Context: an optimization exercise on an open-source flow, tuned for small area and a short achievable clock period. The choices shown serve that exercise and are no tape-out recipe. Where RTL was checked, it was by simulation tests only, not by an equivalence proof against the original. The clock port is modelled as an ideal driver; clocking choices that lean on that would not hold on a real chip. Power figures rest on the tool's default switching activity, not on a simulated workload.

==> module sync_fifo_32x8, before the edit <==
module sync_fifo_32x8 #(
  parameter DEPTH = 32,
  parameter WIDTH = 8
) (
  input clk, rst,
  input wr_en,
  input wire [WIDTH-1:0] din,
  output full,
  input rd_en,
  output reg [WIDTH-1:0] dout,
  output empty
);
  reg [WIDTH-1:0] fifo [0:DEPTH-1];
  reg [4:0] wr_ptr, rd_ptr;
  reg [7:0] rd_lo;             
  reg [3:0] rd_hi;             
  reg full_r, nempty_r;
  reg [7:0] wr_lo;             
  reg [3:0] wr_hi;             
  reg rd_byp;
  reg [WIDTH-1:0] wr_data;
  function [4:0] succ;
    input [4:0] p;
    succ = {p[3:0], p[4] ^ p[2] ^ (p[3:0] == 4'b0000)};
  endfunction
  wire [4:0] wr_nxt = succ(wr_ptr);
  wire [4:0] rd_nxt = succ(rd_ptr);
  wire almost_full  = (wr_nxt == rd_ptr);    
  wire almost_empty = (rd_nxt == wr_ptr);    
  wire wa = wr_en & ~full_r;
  wire ra = rd_en & nempty_r;
  wire [4:0] rd_new  = ra ? rd_nxt : rd_ptr;
  wire [7:0] lo_nxt = 8'd1 << rd_nxt[2:0];
  wire [3:0] hi_nxt = 4'd1 << rd_nxt[4:3];
  wire [3:0] hi_cur = 4'd1 << rd_ptr[4:3];
  wire       byp_new = wa & (~nempty_r | (almost_empty & ra));
  reg [WIDTH-1:0] rdata;
  integer i, j;
  always @* begin
    rdata = wr_data & {WIDTH{rd_byp}};
    for (i = 0; i < DEPTH; i = i + 1)
      rdata = rdata | (fifo[i] & {WIDTH{rd_hi[i >> 3] & rd_lo[i & 7]}});
  end
  always @(posedge clk or posedge rst) begin
    if (rst) begin
      wr_ptr   <= 5'd0;
      rd_ptr   <= 5'd0;
      rd_lo    <= 8'd1;
      rd_hi    <= 4'd1;
      full_r   <= 1'b0;
      nempty_r <= 1'b0;
      wr_hi    <= 4'd0;
      rd_byp   <= 1'b0;
      dout     <= {WIDTH{1'b0}};
    end else begin
      if (wa) wr_ptr <= wr_nxt;
      rd_ptr   <= rd_new;
      if (ra) rd_lo <= lo_nxt;
      rd_hi    <= (ra ? hi_nxt : hi_cur) & {4{~byp_new}};
      rd_byp   <= byp_new;
      wr_hi    <= wa ? (4'd1 << wr_ptr[4:3]) : 4'd0;
      if (ra) dout <= rdata;
      full_r   <= full_r ? ~ra : (almost_full & wa & ~ra);
      nempty_r <= nempty_r ? ~(almost_empty & ra & ~wa) : wa;
    end
  end
  always @(posedge clk) begin
    wr_data <= din;
    wr_lo   <= 8'd1 << wr_ptr[2:0];
    for (j = 0; j < DEPTH; j = j + 1)
      if (wr_hi[j >> 3] & wr_lo[j & 7]) fifo[j] <= wr_data;
  end
  assign full  = full_r;
  assign empty = ~nempty_r;
endmodule
Settings: LEC_CHECK=0, CAP_MARGIN=20, CORE_MARGIN=2, CORE_UTILIZATION=40, CTS_CLUSTER_DIAMETER=60, CTS_CLUSTER_SIZE=40, PLACE_DENSITY=0.6, SETUP_SLACK_MARGIN=1.5, SLEW_MARGIN=20; clock period 3.3 ns.
standard.sh (not shown) runs the stock make flow with config.mk's settings and CLKGATE_MAP_FILE= SYNTH_SCRIPT=/design/flow/synth_recipe.tcl, a recipe that flattens the netlist after the stock synthesis.
==> flow/flow/run.sh <==
#!/bin/bash
# Own layout flow: the standard ORFS flow with three changes.
#  - The platform's don't-use list is extended by flow/dont_use.txt's extra
#    cells (a slow single-size gate and the delay cells), for synthesis,
#    port buffering and repair.
#  - The CTS step's repair is replaced by flow/post_cts.tcl, which drops the
#    clock tree's root buffer (the clock port then drives the tree's two
#    first-level buffers) and repairs timing in a few passes.
# Each step's output goes to its own log here; ORFS's per-tool logs are under
# orfs/logs/.
set -euo pipefail
W=$PWD
DU="$(tr '\n' ' ' < "$W/flow/dont_use.txt")"
bash standard.sh synth "DONT_USE_CELLS=$DU" > "$W/run_synth.log" 2>&1
bash standard.sh floorplan place "DONT_USE_CELLS=$DU" > "$W/run_place.log" 2>&1
bash standard.sh cts "DONT_USE_CELLS=$DU" SKIP_CTS_REPAIR_TIMING=1 "POST_CTS_TCL=$W/flow/post_cts.tcl" > "$W/run_cts.log" 2>&1
bash standard.sh finish "DONT_USE_CELLS=$DU" SKIP_CTS_REPAIR_TIMING=1 "POST_CTS_TCL=$W/flow/post_cts.tcl" > "$W/run_finish.log" 2>&1
Other scripts of this flow, unchanged in this note and not shown: flow/flow/dont_use.txt, flow/flow/post_cts.tcl
Next try:
--- a/flow/design.v
+++ b/flow/design.v
@@ -13,6 +13,5 @@
   reg [WIDTH-1:0] fifo [0:DEPTH-1];
   reg [4:0] wr_ptr, rd_ptr;
-  reg [7:0] rd_lo;             
-  reg [3:0] rd_hi;             
+  reg [DEPTH-1:0] rd_sel;      
   reg full_r, nempty_r;
   reg [7:0] wr_lo;             
@@ -31,7 +30,6 @@
   wire ra = rd_en & nempty_r;
   wire [4:0] rd_new  = ra ? rd_nxt : rd_ptr;
-  wire [7:0] lo_nxt = 8'd1 << rd_nxt[2:0];
-  wire [3:0] hi_nxt = 4'd1 << rd_nxt[4:3];
-  wire [3:0] hi_cur = 4'd1 << rd_ptr[4:3];
+  wire [DEPTH-1:0] sel_cur = {{(DEPTH-1){1'b0}}, 1'b1} << rd_ptr;
+  wire [DEPTH-1:0] sel_nxt = {{(DEPTH-1){1'b0}}, 1'b1} << rd_nxt;
   wire       byp_new = wa & (~nempty_r | (almost_empty & ra));
   reg [WIDTH-1:0] rdata;
@@ -40,5 +38,5 @@
     rdata = wr_data & {WIDTH{rd_byp}};
     for (i = 0; i < DEPTH; i = i + 1)
-      rdata = rdata | (fifo[i] & {WIDTH{rd_hi[i >> 3] & rd_lo[i & 7]}});
+      rdata = rdata | (fifo[i] & {WIDTH{rd_sel[i]}});
   end
   always @(posedge clk or posedge rst) begin
@@ -46,6 +44,5 @@
       wr_ptr   <= 5'd0;
       rd_ptr   <= 5'd0;
-      rd_lo    <= 8'd1;
-      rd_hi    <= 4'd1;
+      rd_sel   <= {{(DEPTH-1){1'b0}}, 1'b1};
       full_r   <= 1'b0;
       nempty_r <= 1'b0;
@@ -56,6 +53,5 @@
       if (wa) wr_ptr <= wr_nxt;
       rd_ptr   <= rd_new;
-      if (ra) rd_lo <= lo_nxt;
-      rd_hi    <= (ra ? hi_nxt : hi_cur) & {4{~byp_new}};
+      rd_sel   <= (ra ? sel_nxt : sel_cur) & {DEPTH{~byp_new}};
       rd_byp   <= byp_new;
       wr_hi    <= wa ? (4'd1 << wr_ptr[4:3]) : 4'd0;
Critical path depth rises by 1.
Routed wire length rises by roughly a tenth.
Total power barely changes.
Global-route usage rises by 1.2 points.
Hold slack improves by 32 ps.
Non-clock buffer count rises by 37.
Cell count rises by a few percent.
Via count rises by a few percent.
No run of this note included a check of the RTL's function; only the layout flow was run.

* * *

The RTL this note starts from:
==> flow/design.v <==
module sync_fifo_32x8 #(
  parameter DEPTH = 32,
  parameter WIDTH = 8
) (
  input clk, rst,
  input wr_en,
  input wire [WIDTH-1:0] din,
  output full,
  input rd_en,
  output reg [WIDTH-1:0] dout,
  output empty
);
  reg [WIDTH-1:0] fifo [0:DEPTH-1];
  reg [4:0] wr_ptr, rd_ptr;
  reg [7:0] rd_lo;             
  reg [3:0] rd_hi;             
  reg full_r, nempty_r;
  reg [7:0] wr_lo;             
  reg [3:0] wr_hi;             
  reg rd_byp;
  reg [WIDTH-1:0] wr_data;
  function [4:0] succ;
    input [4:0] p;
    succ = {p[3:0], p[4] ^ p[2] ^ (p[3:0] == 4'b0000)};
  endfunction
  wire [4:0] wr_nxt = succ(wr_ptr);
  wire [4:0] rd_nxt = succ(rd_ptr);
  wire almost_full  = (wr_nxt == rd_ptr);    
  wire almost_empty = (rd_nxt == wr_ptr);    
  wire wa = wr_en & ~full_r;
  wire ra = rd_en & nempty_r;
  wire [4:0] rd_new  = ra ? rd_nxt : rd_ptr;
  wire       byp_new = wa & (~nempty_r | (almost_empty & ra));
  reg [WIDTH-1:0] rdata;
  integer i, j;
  always @* begin
    rdata = wr_data & {WIDTH{rd_byp}};
    for (i = 0; i < DEPTH; i = i + 1)
      rdata = rdata | (fifo[i] & {WIDTH{rd_hi[i >> 3] & rd_lo[i & 7]}});
  end
  always @(posedge clk or posedge rst) begin
    if (rst) begin
      wr_ptr   <= 5'd0;
      rd_ptr   <= 5'd0;
      rd_lo    <= 8'd1;
      rd_hi    <= 4'd1;
      full_r   <= 1'b0;
      nempty_r <= 1'b0;
      wr_hi    <= 4'd0;
      rd_byp   <= 1'b0;
      dout     <= {WIDTH{1'b0}};
    end else begin
      if (wa) wr_ptr <= wr_nxt;
      rd_ptr   <= rd_new;
      rd_lo    <= 8'd1 << rd_new[2:0];
      rd_hi    <= byp_new ? 4'd0 : (4'd1 << rd_new[4:3]);
      rd_byp   <= byp_new;
      wr_hi    <= wa ? (4'd1 << wr_ptr[4:3]) : 4'd0;
      if (ra) dout <= rdata;
      full_r   <= full_r ? ~ra : (almost_full & wa & ~ra);
      nempty_r <= nempty_r ? ~(almost_empty & ra & ~wa) : wa;
    end
  end
  always @(posedge clk) begin
    wr_data <= din;
    wr_lo   <= 8'd1 << wr_ptr[2:0];
    for (j = 0; j < DEPTH; j = j + 1)
      if (wr_hi[j >> 3] & wr_lo[j & 7]) fifo[j] <= wr_data;
  end
  assign full  = full_r;
  assign empty = ~nempty_r;
endmodule
Settings: LEC_CHECK=0, CAP_MARGIN=20, CORE_MARGIN=2, CORE_UTILIZATION=40, CTS_CLUSTER_DIAMETER=60, CTS_CLUSTER_SIZE=40, PLACE_DENSITY=0.6, SETUP_SLACK_MARGIN=1.8, SLEW_MARGIN=20; clock period 3.3 ns.
Scripts as last shown in full above: flow/flow/run.sh
Other scripts of this flow, unchanged in this note and not shown: flow/flow/dont_use.txt, flow/flow/post_cts.tcl
Next try:
--- a/flow/design.v
+++ b/flow/design.v
@@ -10,12 +10,11 @@
   output reg [WIDTH-1:0] dout,
   output empty
 );
   reg [WIDTH-1:0] fifo [0:DEPTH-1];
   reg [4:0] wr_ptr, rd_ptr;
-  reg [7:0] rd_lo;             
-  reg [3:0] rd_hi;             
+  reg [DEPTH-1:0] rd_sel;      
   reg full_r, nempty_r;
   reg [7:0] wr_lo;             
   reg [3:0] wr_hi;             
   reg rd_byp;
   reg [WIDTH-1:0] wr_data;
@@ -28,34 +27,34 @@
   wire almost_full  = (wr_nxt == rd_ptr);    
   wire almost_empty = (rd_nxt == wr_ptr);    
   wire wa = wr_en & ~full_r;
   wire ra = rd_en & nempty_r;
   wire [4:0] rd_new  = ra ? rd_nxt : rd_ptr;
+  wire [DEPTH-1:0] sel_cur = {{(DEPTH-1){1'b0}}, 1'b1} << rd_ptr;
+  wire [DEPTH-1:0] sel_nxt = {{(DEPTH-1){1'b0}}, 1'b1} << rd_nxt;
   wire       byp_new = wa & (~nempty_r | (almost_empty & ra));
   reg [WIDTH-1:0] rdata;
   integer i, j;
   always @* begin
     rdata = wr_data & {WIDTH{rd_byp}};
     for (i = 0; i < DEPTH; i = i + 1)
-      rdata = rdata | (fifo[i] & {WIDTH{rd_hi[i >> 3] & rd_lo[i & 7]}});
+      rdata = rdata | (fifo[i] & {WIDTH{rd_sel[i]}});
   end
   always @(posedge clk or posedge rst) begin
     if (rst) begin
       wr_ptr   <= 5'd0;
       rd_ptr   <= 5'd0;
-      rd_lo    <= 8'd1;
-      rd_hi    <= 4'd1;
+      rd_sel   <= {{(DEPTH-1){1'b0}}, 1'b1};
       full_r   <= 1'b0;
       nempty_r <= 1'b0;
       wr_hi    <= 4'd0;
       rd_byp   <= 1'b0;
       dout     <= {WIDTH{1'b0}};
     end else begin
       if (wa) wr_ptr <= wr_nxt;
       rd_ptr   <= rd_new;
-      rd_lo    <= 8'd1 << rd_new[2:0];
-      rd_hi    <= byp_new ? 4'd0 : (4'd1 << rd_new[4:3]);
+      rd_sel   <= (ra ? sel_nxt : sel_cur) & {DEPTH{~byp_new}};
       rd_byp   <= byp_new;
       wr_hi    <= wa ? (4'd1 << wr_ptr[4:3]) : 4'd0;
       if (ra) dout <= rdata;
       full_r   <= full_r ? ~ra : (almost_full & wa & ~ra);
       nempty_r <= nempty_r ? ~(almost_empty & ra & ~wa) : wa;
After rerunning: Cell count is lower by 2.3%; first-iteration DRC count went down by about 14%; total power came out lower by 6.1%; maximum frequency drops by 8.9%; setup slack is worse by 0.18 ns; final area climbs by about 2.7%; register-to-register slack degrades by 0.18 ns; critical path depth went up by 1; non-clock buffer count is lower by 24; area after synthesis goes up by 5.2%; count of clock-buffer cells in the layout drops by 4; global-route usage drops by 0.30 points; wire length came out higher by 1.9%.
Function not checked in the second run of this note: the RTL went through the layout flow alone.

* * *

## the reference run
Another version of the RTL of sync_fifo_32x8 (not shown whole).
For scale: about 280 flip-flops.
==> module sync_fifo_32x8, before the edit <==
module sync_fifo_32x8 #(
  parameter DEPTH = 32,
  parameter WIDTH = 8
) (
  input clk, rst,
  input wr_en,
  input wire [WIDTH-1:0] din,
  output full,
  input rd_en,
  output reg [WIDTH-1:0] dout,
  output empty
);
  reg [WIDTH-1:0] fifo [0:DEPTH-1];
  reg [4:0] wr_ptr, rd_ptr;
  reg full_r, empty_r;
  function [4:0] succ;
    input [4:0] p;
    succ = {p[3:0], p[4] ^ p[2] ^ (p[3:0] == 4'b0000)};
  endfunction
  wire [4:0] wr_nxt = succ(wr_ptr);
  wire [4:0] rd_nxt = succ(rd_ptr);
  wire almost_full  = (wr_nxt == rd_ptr);    
  wire almost_empty = (rd_nxt == wr_ptr);    
  wire wa = wr_en & ~full_r;
  wire ra = rd_en & ~empty_r;
  always @(posedge clk or posedge rst) begin
    if (rst) begin
      wr_ptr  <= 5'd0;
      rd_ptr  <= 5'd0;
      full_r  <= 1'b0;
      empty_r <= 1'b1;
      dout    <= {WIDTH{1'b0}};
    end else begin
      if (wa) wr_ptr <= wr_nxt;
      if (ra) rd_ptr <= rd_nxt;
      if (ra) dout <= fifo[rd_ptr];
      full_r  <= full_r  ? ~ra : (almost_full  & wa & ~ra);
      empty_r <= empty_r ? ~wa : (almost_empty & ra & ~wa);
    end
  end
  always @(posedge clk) begin
    if (wa) fifo[wr_ptr] <= din;
  end
  assign full  = full_r;
  assign empty = empty_r;
endmodule
Settings: LEC_CHECK=0, CAP_MARGIN=20, CORE_MARGIN=2, CORE_UTILIZATION=40, PLACE_DENSITY=0.6, SETUP_SLACK_MARGIN=1.3, SLEW_MARGIN=20; clock period 3.3 ns.
run.sh (not shown) runs the stock make flow with config.mk's settings and CLKGATE_MAP_FILE= SYNTH_SCRIPT=/design/flow/synth_recipe.tcl, a recipe that flattens the netlist after the stock synthesis.
Stock flow here: none of the scripts above is used.
For the trial run, these inputs were changed with respect to the reference run:
==> flow/design.v <==
module sync_fifo_32x8 #(
  parameter DEPTH = 32,
  parameter WIDTH = 8
) (
  input clk, rst,
  input wr_en,
  input wire [WIDTH-1:0] din,
  output full,
  input rd_en,
  output reg [WIDTH-1:0] dout,
  output empty
);
  reg [WIDTH-1:0] fifo [0:DEPTH-1];
  reg [4:0] wr_ptr, rd_ptr;
  reg [7:0] rd_lo;             
  reg [3:0] rd_hi;             
  reg full_r, nempty_r;
  reg wr_pend, rd_byp;
  reg [WIDTH-1:0] wr_data;
  function [4:0] succ;
    input [4:0] p;
    succ = {p[3:0], p[4] ^ p[2] ^ (p[3:0] == 4'b0000)};
  endfunction
  function [4:0] pred;
    input [4:0] p;
    pred = {p[0] ^ p[3] ^ (p[4:1] == 4'b0000), p[4:1]};
  endfunction
  wire [4:0] wr_nxt = succ(wr_ptr);
  wire [4:0] rd_nxt = succ(rd_ptr);
  wire almost_full  = (wr_nxt == rd_ptr);    
  wire almost_empty = (rd_nxt == wr_ptr);    
  wire wa = wr_en & ~full_r;
  wire ra = rd_en & nempty_r;
  wire [4:0] rd_new  = ra ? rd_nxt : rd_ptr;
  wire       byp_new = wa & (~nempty_r | (almost_empty & ra));
  reg [WIDTH-1:0] rdata;
  integer i;
  always @* begin
    rdata = wr_data & {WIDTH{rd_byp}};
    for (i = 0; i < DEPTH; i = i + 1)
      rdata = rdata | (fifo[i] & {WIDTH{rd_hi[i >> 3] & rd_lo[i & 7]}});
  end
  always @(posedge clk or posedge rst) begin
    if (rst) begin
      wr_ptr   <= 5'd0;
      rd_ptr   <= 5'd0;
      rd_lo    <= 8'd1;
      rd_hi    <= 4'd1;
      full_r   <= 1'b0;
      nempty_r <= 1'b0;
      wr_pend  <= 1'b0;
      rd_byp   <= 1'b0;
      dout     <= {WIDTH{1'b0}};
    end else begin
      if (wa) wr_ptr <= wr_nxt;
      rd_ptr   <= rd_new;
      rd_lo    <= 8'd1 << rd_new[2:0];
      rd_hi    <= byp_new ? 4'd0 : (4'd1 << rd_new[4:3]);
      rd_byp   <= byp_new;
      wr_pend  <= wa;
      if (ra) dout <= rdata;
      full_r   <= full_r ? ~ra : (almost_full & wa & ~ra);
      nempty_r <= nempty_r ? ~(almost_empty & ra & ~wa) : wa;
    end
  end
  always @(posedge clk) begin
    wr_data <= din;
    if (wr_pend) fifo[pred(wr_ptr)] <= wr_data;
  end
  assign full  = full_r;
  assign empty = ~nempty_r;
endmodule
==> comparison <==
In the trial run, the via count came out 1183 above the value in the reference run. The lower flip-flop and latch count after synthesis of the trial run and the reference run is in the reference run. Relative to the reference run, the detailed-route vias per instance of the trial run is higher by 0.25. Type of the tightest min-delay check: primary input to asynchronous set/reset pin -> the trial run, primary input to register -> the reference run. Re summed instance area of the synthesized netlist: the trial run is 190 um^2 up on the reference run. Part of the power in combinational logic, the trial run and the reference run, lower one = the trial run. Going from the reference run to the trial run, non-clock buffer total of the final layout shows an increase of 39%, worst slack on hold paths moved down. The reference run has a higher worst setup slack than the trial run. [compare] base=the reference run new=the trial run: sequential share of layout area went up; synthesized-area fraction occupied by and/or/nand/nor cells went up. Compared to the reference run, the trial run has relative area change from synthesis to final layout 2.1 points higher. On sum of buffers and inverters on the critical path, the higher figure sits with the reference run, not the trial run. Taking the reference run as the reference, in the trial run maximum fanout along the worst path went down; CTS buffer count went up.
Function not checked in the trial run: the RTL went through the layout flow alone.

[afterwards: timing with drivers on the ports]
Ports are ideal in the flow. The routed layouts listed here were re-timed in OpenROAD. Step 1, drivers: a clkbuf_16 drives clk and a buf_2 each remaining input, both assumed. Step 2, shift: input delay + t, output delay - t, t = (earliest + latest rising clock arrival at the registers) / 2. This alone moves slack from input paths to output paths. Slacks: ideal / step 1 / step 2; pairs: ideal / step 1.
run | t (ns) | setup slack, ns | clock arrival spread, ns
the first run of note 1 | 0.456 | 1.450 / 1.450 / 1.242 | 0.021 / 0.022
the second run of note 1 | 0.460 | 1.345 / 1.345 / 1.074 | 0.032 / 0.033
the first run of note 2 | 0.466 | 1.512 / 1.513 / 1.446 | 0.036 / 0.036
the second run of note 2 | 0.453 | 1.337 / 1.337 / 1.189 | 0.040 / 0.040
the reference run | 0.577 | 1.323 / 1.313 / 0.820 | 0.024 / 0.025
the trial run | 0.583 | 1.216 / 1.216 / 0.912 | 0.018 / 0.018
After both steps every run listed still meets setup and hold. The setup slack of the reference run, which loses most, moves by -0.010 ns with the drivers and by -0.503 ns with both steps.
